Source: an optimization exercise on an open RTL-to-GDS flow (aim: small area, a short achievable clock period and few clock cycles per item). Production flows keep margins and buffers that such runs may drop.
In this exercise RTL edits were held to simulation tests only and were not proved equivalent to the original.
Power figures rest on the tool's default switching activity, not on a simulated workload.

==> 10-22: inputs <==
// pow5_pipelined_valid
module pow5_pipelined_valid
#(
  parameter DATA_WIDTH = 8
)
(
  input  logic                      clk_i,
  input  logic                      rst_i,
  input  logic [DATA_WIDTH-1:0]     pow_data_i,
  input  logic                      data_valid_i,
  output logic [(5*DATA_WIDTH)-1:0] pow_data_o,
  output logic                      data_valid_o
);
Settings: LEC_CHECK=0, CAP_MARGIN=20, CORE_MARGIN=2, CORE_UTILIZATION=20, PLACE_DENSITY=0.3, SETUP_SLACK_MARGIN=3.0, SLEW_MARGIN=20; clock period 5.5 ns.
run.sh (not shown) runs the stock make flow with config.mk's settings and CLKGATE_MAP_FILE= SYNTH_SCRIPT=/design/flow/synth_recipe.tcl, a recipe that flattens the netlist after the stock synthesis.
==> 05-03: changes against 10-22 <==
Settings changed: SETUP_SLACK_MARGIN 3.0 to 3.4.
==> results.txt <==
Area Growth Syn to Fin=29.55%; Seq area share=0.1397; worst r2r src=u_pow5.rq[3]; DRT met1 WL=30.21 mm; DRT Pass-1 Iters=6; Seq pwr share=0.244; Worst R2R Path Depth=5; Clock power frac=0.268; status=finished clean; Vias/cell=~7; cell internal pwr=~1.3 mW; fill count=between 4000 and 5000; Clock Power=~660 uW; clk latency of the worst-skew pair=approximately 0.4 ns
The numbers above come from 10-22.

==> results.txt <==
most frequent cells in the layout=buf_4 (163), nand2_1 (97), nor2_1 (87); Worst R2R Path Depth=9; fill count=approximately 4400; Area Growth Syn to Fin=66.69%; cell internal pwr=1.525 mW; core region area=between 30000 and 40000 sq um; Clock Power=roughly 760 uW; Clock power frac=0.265; clk latency of the worst-skew pair=0.41 ns; DRT Pass-1 Iters=8; Seq area share=0.1105; overall routing resource usage=0.4249; root buf cell=clkbuf_16; worst r2r src=u_pow5.rq[13]; dpl cell area=between 9000 and 10000 sq um; status=finished clean; fin crit share=0.4461; most numerous cell in the Yosys netlist=nor2_1
The numbers above come from 05-03.

Testbench counts of 10-22, summed over its fixed seeds: cycles 16,008, items 16,000.
Testbench counts of 05-03, summed over its fixed seeds: cycles 16,008, items 16,000.


==> zinc: inputs <==
Starting RTL as in the previous note.
==> flow/config.mk <==
export PLATFORM = sky130hd
export DESIGN_NAME = pow5_pipelined_valid
export DESIGN_NICKNAME = pow5_pipelined_valid
export VERILOG_FILES = /design/flow/design.v
export SDC_FILE = /design/flow/constraint.sdc
export NUM_CORES = 4
export LEC_CHECK = 0
export CAP_MARGIN = 20
export CORE_MARGIN = 2
export CORE_UTILIZATION = 20
export PLACE_DENSITY = 0.3
export SETUP_SLACK_MARGIN = 3.0
export SLEW_MARGIN = 20
==> flow/constraint.sdc <==
create_clock -name core_clock -period 5.5 [get_ports {clk_i}]
set_input_delay 1.1000 -clock core_clock [delete_from_list [all_inputs] [get_ports {clk_i}]]
set_output_delay 1.1000 -clock core_clock [all_outputs]
set_load 0.01 [all_outputs]
standard.sh (not shown) runs the stock make flow with config.mk's settings and CLKGATE_MAP_FILE= SYNTH_SCRIPT=/design/flow/synth_recipe.tcl, a recipe that flattens the netlist after the stock synthesis.
==> flow/flow/run.sh <==
#!/bin/bash
# Own flow: the standard synthesis, then the combinational logic re-mapped by abc
# with an area-recovering script (flip-flops untouched), then the standard layout.
set -euo pipefail
R=orfs/results/${FLOW_PLATFORM}/pow5_pipelined_valid/base
bash standard.sh synth > log_synth_standard.log 2>&1
cp $R/1_2_yosys.v standard_1_2_yosys.v
ABC_SCRIPT=$(cat flow/abc_script.txt)
bash flow/remap.sh standard_1_2_yosys.v remapped.v "$ABC_SCRIPT" > log_remap_yosys.log 2>&1
cp remapped.v $R/1_2_yosys.v
rm -f $R/1_synth.odb $R/1_synth.sdc
bash standard.sh > log_layout.log 2>&1
==> flow/flow/abc_script.txt <==
strash;dch;map -a;mfs2;strash;dch;map -a
==> flow/flow/cellmodels.py <==
#!/usr/bin/env python3
"""Write Verilog models (one assign per output) of the combinational cells of a Liberty
file. usage: cellmodels.py LIB > models.v"""
import re, sys
txt = open(sys.argv[1]).read()
# split into cells
out = []
for m in re.finditer(r'\n\s*cell\s*\(\s*"?(\w+)"?\s*\)\s*\{', txt):
    name = m.group(1)
    start = m.end(); depth = 1; i = start
    while depth:
        c = txt[i]
        if c == '{': depth += 1
        elif c == '}': depth -= 1
        i += 1
    body = txt[start:i]
    if re.search(r'\b(ff|latch|statetable)\s*\(', body):
        continue
    pins = {}
    for pm in re.finditer(r'\bpin\s*\(\s*"?(\w+)"?\s*\)\s*\{', body):
        s = pm.end(); d = 1; j = s
        while d:
            if body[j] == '{': d += 1
            elif body[j] == '}': d -= 1
            j += 1
        pb = body[s:j]
        dm = re.search(r'direction\s*:\s*"?(\w+)"?', pb)
        fm = re.search(r'\bfunction\s*:\s*"([^"]*)"', pb)
        pins[pm.group(1)] = (dm.group(1) if dm else None, fm.group(1) if fm else None)
    outs = [p for p, (d, f) in pins.items() if d == 'output' and f]
    ins = [p for p, (d, f) in pins.items() if d == 'input']
    if not outs or any(d == 'output' and not f for p, (d, f) in pins.items()):
        continue
    def conv(f):
        f = f.replace('!', '~')
        toks = re.findall(r'\w+|[~&|^()*+]', f)
        r, prev = [], False
        for t in toks:
            if t == '*': t = '&'
            if t == '+': t = '|'
            opn = t in '(~' or re.match(r'\w', t)
            if prev and opn: r.append('&')
            r.append(t)
            prev = bool(re.match(r'\w', t)) or t == ')'
        return ' '.join(r)
    out.append(f"module {name} ({', '.join(ins + outs)});")
    for p in ins: out.append(f"  input {p};")
    for p in outs: out.append(f"  output {p};")
    for p in outs: out.append(f"  assign {p} = {conv(pins[p][1])};")
    out.append("endmodule")
print("\n".join(out))
==> flow/flow/remap.sh <==
#!/bin/bash
# remap.sh IN.v OUT.v ABC_SCRIPT : re-map the combinational logic of the standard synthesis
# netlist with another abc script; every flip-flop instance (name, cell, connections) is kept.
set -euo pipefail
IN=$1; OUT=$2; SCR=$3
D=$(cd "$(dirname "$0")" && pwd)
YOSYS=$(command -v yosys || echo /OpenROAD-flow-scripts/tools/install/yosys/bin/yosys)
PLAT=${FLOW_HOME:-/OpenROAD-flow-scripts/flow}/platforms/sky130hd
LIB=$PLAT/lib/sky130_fd_sc_hd__tt_025C_1v80.lib
echo "$SCR" | tr ';' '\n' > remap_abc.script
DU=""
for c in $(grep -o "sky130_fd_sc_hd__lpflow\w*\|sky130_fd_sc_hd__probe\w*" $PLAT/config.mk | sort -u); do DU="$DU -dont_use $c"; done
python3 $D/cellmodels.py $LIB > remap_models.v
$YOSYS -p "read_verilog remap_models.v; read_liberty -lib -ignore_redef $LIB; read_verilog $IN; hierarchy -top $FLOW_TOP; flatten; techmap; opt -fast; opt_clean -purge; stat; abc -script remap_abc.script -liberty $LIB $DU; opt_clean -purge; splitnets; opt_clean -purge; hilomap -singleton -hicell sky130_fd_sc_hd__conb_1 HI -locell sky130_fd_sc_hd__conb_1 LO; insbuf -buf sky130_fd_sc_hd__buf_4 A X; stat -liberty $LIB; write_verilog -noattr -nohex -nodec $OUT"
==> xenon (differences from zinc) <==
==> flow/run.sh (new file) <==
#!/bin/bash
# synth_recipe.tcl (not shown) runs the flow's synth.tcl, then flattens the netlist and writes it again
# the make line also repeats each setting of config.mk as NAME=value (left out here)
make -C /OpenROAD-flow-scripts/flow DESIGN_CONFIG=/design/flow/config.mk WORK_HOME=/design/flow/orfs CLKGATE_MAP_FILE= SYNTH_SCRIPT=/design/flow/synth_recipe.tcl finish
--- a/flow/config.mk
+++ b/flow/config.mk
@@ -7,7 +7,6 @@
 export LEC_CHECK = 0
 export CAP_MARGIN = 20
 export CORE_MARGIN = 2
-export CORE_UTILIZATION = 20
-export PLACE_DENSITY = 0.3
-export SETUP_SLACK_MARGIN = 3.0
+export CORE_UTILIZATION = 30
+export PLACE_DENSITY = 0.45
 export SLEW_MARGIN = 20
removed: flow/flow/run.sh
removed: flow/flow/abc_script.txt
removed: flow/flow/cellmodels.py
removed: flow/flow/remap.sh
removed: flow/standard.sh
==> metrics.csv <==
stage,metric,value,unit
detailed_routing,wl_met1,31100,µm
sta,fmax,385,MHz
sta,rsz_0062_raised_after_global_routing,yes,
grt,grt_pass1_vias,11956,
setup_path,crit-reg2reg-launch,u_pow5.rq[12],
status,outcome,no timing/DRC/antenna violations,
logic_synthesis,synthesis.instances,1158,
power,ir_worst_vdd,174,µV
layout,drive_gt1_frac,0.278,
die,start_util,0.202,
power,clockNetworkPower,0.000672,W
power,p_per_cell_area,241,nW/µm²
setup_path,required,5.83,ns
sta,min_period_over_period,0.472,
die,placementRows,67,
layout,clkbuf_count,10,
sta,postLayoutSetupSlackWorst,2.91,ns
power,powerComb,0.00127,W
die,fp.coreArea,33400,µm²
clocking,post_cts_setup_buffer_count,25,
(the above is from zinc)
==> metrics.csv <==
stage,metric,value,unit
setup_path,crit-reg2reg-launch,u_pow5.rq[19],
power,powerComb,0.00104,W
power,clockNetworkPower,0.000685,W
grt,grt_pass1_vias,11814,
status,outcome,no timing/DRC/antenna violations,
die,start_util,0.307,
sta,min_period_over_period,0.695,
sta,fmax,262,MHz
logic_synthesis,synthesis.instances,1206,
layout,drive_gt1_frac,0.114,
(the above is from xenon)
Testbench counts of zinc, summed over its fixed seeds: cycles 16,008, items 16,000.
Testbench counts of xenon, summed over its fixed seeds: cycles 16,008, items 16,000.

## separate check: timing with driven ports
The flow's constraints put no driver on any port. The routed layouts listed below were extracted and timed again, unchanged, in two steps.
Step 1 sets driving cells, clkbuf_16 on the clock port and buf_2 on the other inputs (assumed; they add their load-dependent delay and slew).
Step 2 also shifts input and output timing later by t, the mid clock arrival at the registers, as if the neighbouring blocks saw the same clock.
Slacks: no drivers / after step 1 / after step 2; pairs: no drivers / after step 1.
run | t, ns | slack for setup (ns) | pins driven straight from the clock port
10-22 | 0.442 | 2.880 / 2.880 / 2.880 | 1
05-03 | 0.462 | 3.046 / 3.046 / 3.046 | 1
zinc | 0.442 | 2.906 / 2.906 / 2.906 | 1
xenon | 0.421 | 1.678 / 1.678 / 1.678 | 1
After both steps setup and hold are still met in every run listed.
